From an optimization exercise on the open Yosys and OpenROAD flow, aimed at small area and a short achievable clock period; shortcuts taken in it are not production practice.
At most, simulation tests tie the RTL to the original design; equivalence was not proved.
Power is estimated from default activity; no workload was simulated.

## systolic_array
module systolic_array#(
    parameter NUM_ROW = 8,
    parameter NUM_COL = 8,
    parameter IN_WORD_SIZE = 8,
    parameter OUT_WORD_SIZE = 24
)(
    clk,
    rst,
    top_inputs,
    left_inputs,
    compute_done,
    cycles_count,
    pe_register_vals
);
For scale: roughly 2900 flip-flops, ~210000 µm² of cells after synthesis.
Settings: LEC_CHECK=0, CAP_MARGIN=20, CORE_MARGIN=2, CORE_UTILIZATION=55, CTS_BUF_LIST=sky130_fd_sc_hd__clkbuf_8, SETUP_SLACK_MARGIN=2.5, SLEW_MARGIN=20, SYNTH_HIERARCHICAL=1, SYNTH_MINIMUM_KEEP_SIZE=0; clock period 7.0 ns.
standard.sh (not shown) runs the stock make flow with config.mk's settings and CLKGATE_MAP_FILE= SYNTH_SCRIPT=/design/flow/synth_recipe.tcl, a recipe that flattens the netlist after the stock synthesis.
==> flow/flow/run.sh <==
#!/bin/bash
set -euo pipefail
export BUFFER_PORTS_ARGS="-inputs -outputs -buffer_cell sky130_fd_sc_hd__buf_1"
bash standard.sh > make.log 2>&1
==> next run, changes <==
==> flow/run.sh (new file) <==
#!/bin/bash
# synth_recipe.tcl (not shown) runs the flow's synth.tcl, then flattens the netlist and writes it again
# the make line also repeats each setting of config.mk as NAME=value (left out here)
make -C /OpenROAD-flow-scripts/flow DESIGN_CONFIG=/design/flow/config.mk WORK_HOME=/design/flow/orfs CLKGATE_MAP_FILE= SYNTH_SCRIPT=/design/flow/synth_recipe.tcl finish
Settings changed: CTS_BUF_LIST sky130_fd_sc_hd__clkbuf_8 to not set.
removed: flow/flow/run.sh
removed: flow/standard.sh
What happened: Wire length is higher by 0.85%; clock skew stays flat; sequential share of layout area is lower by 1.2 points.
==> next run, changes <==
==> flow/flow/run.sh (new file) <==
#!/bin/bash
set -euo pipefail
export BUFFER_PORTS_ARGS="-inputs -outputs -buffer_cell sky130_fd_sc_hd__buf_1"
bash standard.sh > make.log 2>&1
==> flow/standard.sh (new file) <==
#!/bin/bash
# synth_recipe.tcl (not shown) runs the flow's synth.tcl, then flattens the netlist and writes it again
# the make line also repeats each setting of config.mk as NAME=value (left out here)
make -C /OpenROAD-flow-scripts/flow DESIGN_CONFIG=/design/flow/config.mk WORK_HOME=/design/flow/orfs CLKGATE_MAP_FILE= SYNTH_SCRIPT=/design/flow/synth_recipe.tcl "${@:-finish}"
Settings changed: CTS_BUF_LIST set to sky130_fd_sc_hd__clkbuf_4 sky130_fd_sc_hd__clkbuf_8.
removed: flow/run.sh
Result:
- The new run finished with timing, DRC and antenna clean
- area after synthesis does not change
- critical path depth does not change
- design area shrinks by a few percent
==> next run, changes <==
Settings changed: CTS_BUF_LIST sky130_fd_sc_hd__clkbuf_4 sky130_fd_sc_hd__clkbuf_8 to not set.
Effect:
- The new run completed without violations
- wire length stays flat
- worst hold slack is better by 0.022 ns
- power came out higher by 0.49%
- cell count decreases by 1.4%
- combinational power barely changes
- die area stays the same
No functional check of the RTL was part of any run of this note.


Another version of the RTL of systolic_array (not shown whole).
Size in the first run: about 2900 flip-flops, about 1700 I/O pins, roughly 210000 um^2 of cells after synthesis.
clock: 7.0 ns
lec_check: 0
cap_margin: 20
core_margin: 2
core_utilization: 65
cts_cluster_diameter: 120
cts_cluster_size: 20
place_density: 0.7
setup_slack_margin: 2.7
slew_margin: 20
synth_hierarchical: 1
synth_minimum_keep_size: 0
tns_end_percent: 0
==> flow/flow/run.sh <==
#!/bin/bash
set -euo pipefail
export BUFFER_PORTS_ARGS="-inputs -outputs -buffer_cell sky130_fd_sc_hd__buf_1"
bash standard.sh > make.log 2>&1
Change:
--- a/flow/config.mk
+++ b/flow/config.mk
@@ -12,5 +12,5 @@
 export CTS_CLUSTER_SIZE = 20
 export PLACE_DENSITY = 0.7
-export SETUP_SLACK_MARGIN = 2.7
+export SETUP_SLACK_MARGIN = 2.9
 export SLEW_MARGIN = 20
 export SYNTH_HIERARCHICAL = 1
Effect: Power came out higher by a few percent; die area stays the same; setup slack gets better by 0.055 ns; sequential share of layout area came out lower by 0.55 points; routed wire length came out higher slightly.


## run A
Another version of the RTL of systolic_array (not shown whole).
Size in the first run: about 17,000 cells after synthesis, about 2,900 flip-flops, about 1,700 I/O pins, ~220,000 sq um of cells after synthesis.
==> flow/config.mk <==
export PLATFORM = sky130hd
export DESIGN_NAME = systolic_array
export DESIGN_NICKNAME = systolic_array
export VERILOG_FILES = /design/flow/design.v
export SDC_FILE = /design/flow/constraint.sdc
export NUM_CORES = 4
export LEC_CHECK = 0
export CAP_MARGIN = 20
export CORE_MARGIN = 2
export CORE_UTILIZATION = 65
export CTS_BUF_LIST = sky130_fd_sc_hd__clkbuf_8
export PLACE_DENSITY = 0.7
export SETUP_SLACK_MARGIN = 2.7
export SLEW_MARGIN = 20
export SYNTH_HIERARCHICAL = 1
export SYNTH_MINIMUM_KEEP_SIZE = 0
export TNS_END_PERCENT = 0
==> flow/constraint.sdc <==
create_clock -name core_clock -period 7.0 [get_ports {clk}]
set_input_delay 1.4000 -clock core_clock [delete_from_list [all_inputs] [get_ports {clk}]]
set_output_delay 1.4000 -clock core_clock [all_outputs]
set_load 0.01 [all_outputs]
Scripts as last shown in full above: flow/flow/run.sh
## Diff of input files: run B against run A
Settings: SETUP_SLACK_MARGIN: 2.7 -> 2.5; CTS_BUF_LIST: sky130_fd_sc_hd__clkbuf_8 -> unset; PLACE_DENSITY: 0.7 -> unset; CORE_UTILIZATION: 65 -> 55; TNS_END_PERCENT: 0 -> unset.
## What came out
- For run B, the capturing instance or port of the critical path was pr[0].pc[0].acc[20], unlike run A, where it was pr[2].pc[1].acc[20].
- Kind of critical path: reg -> reg -> run A, in -> reg -> run B
- Diff run A -> run B: via count of the first global-routing pass went down 3.1%; design area now larger; hold slack went up by 0.027 ns; worst-case headroom to the max-slew limit decreased by 1.9 points relative to the old numbers.
- Going from run A to run B, total number of placement rows grows by 9.0%.
- Half-perimeter wire length of the detailed placement result went up slightly going from run A to run B.
- Compared with run A, run B shows a lower detailed-route vias per instance.
diff inputs: run B => run C
Settings: putting PLACE_DENSITY at 0.7 where nothing was set; swapping 2.5 for 2.6 in SETUP_SLACK_MARGIN; putting TNS_END_PERCENT at 0 where nothing was set; swapping 55 for 65 in CORE_UTILIZATION.
==> notes.md <==
Run B ended up with in -> reg as its type of the worst setup path; run C ended up with reg -> reg.
| overall routed net length | run B vs run C | ≈ equal |
From run C to run B, number of I/O port buffers did not move at all.
From run B to run C the numbers moved as follows: areal power density over the cells higher, via count +2,506.

## port drivers added, routing unchanged
Ports are ideal in the flow. The routed layouts listed here were re-timed in OpenROAD.
Step 1 sets driving cells, clkbuf_16 on the clock port and buf_2 on the other inputs (assumed; they add their load-dependent delay and slew).
Step 2 adds t to the input delays and takes it off the output delays; t is the mean of the earliest and latest rising clock arrival at the registers after step 1. Input paths then give back, and output paths get back, about the clock's delay inside the block.
Three values: no drivers, after step 1, after step 2; two values: the first two.
run	shift t [ns]	slack for setup (ns)	latest minus earliest clock arrival (ns)	worst register clock-pin slew, ns	worst data-port slew with drivers (ns)
the first run of note 1	1.300	2.485 / 2.485 / 1.423	0.072 / 0.072	0.07 / 0.07	0.34
the second run of note 1	1.059	2.446 / 2.446 / 1.554	0.074 / 0.074	0.07 / 0.07	0.26
the third run of note 1	1.297	2.424 / 2.424 / 1.428	0.064 / 0.064	0.07 / 0.07	0.30
the fourth run of note 1	1.070	2.471 / 2.471 / 1.458	0.071 / 0.070	0.07 / 0.07	0.30
the first run of note 2	1.026	2.704 / 2.720 / 1.747	0.096 / 0.095	0.11 / 0.11	0.20
the second run of note 2	1.030	2.759 / 2.775 / 1.788	0.098 / 0.099	0.11 / 0.11	0.18
run A	1.293	2.561 / 2.561 / 1.393	0.068 / 0.068	0.07 / 0.07	0.23
run B	1.058	2.535 / 2.572 / 1.514	0.053 / 0.052	0.07 / 0.07	0.13
run C	1.054	2.514 / 2.514 / 1.545	0.063 / 0.063	0.07 / 0.07	0.20
After both steps setup and hold are still met in every run listed. The setup slack of run A, which loses most, moves by 0.000 ns with the drivers and by -1.168 ns with both steps.
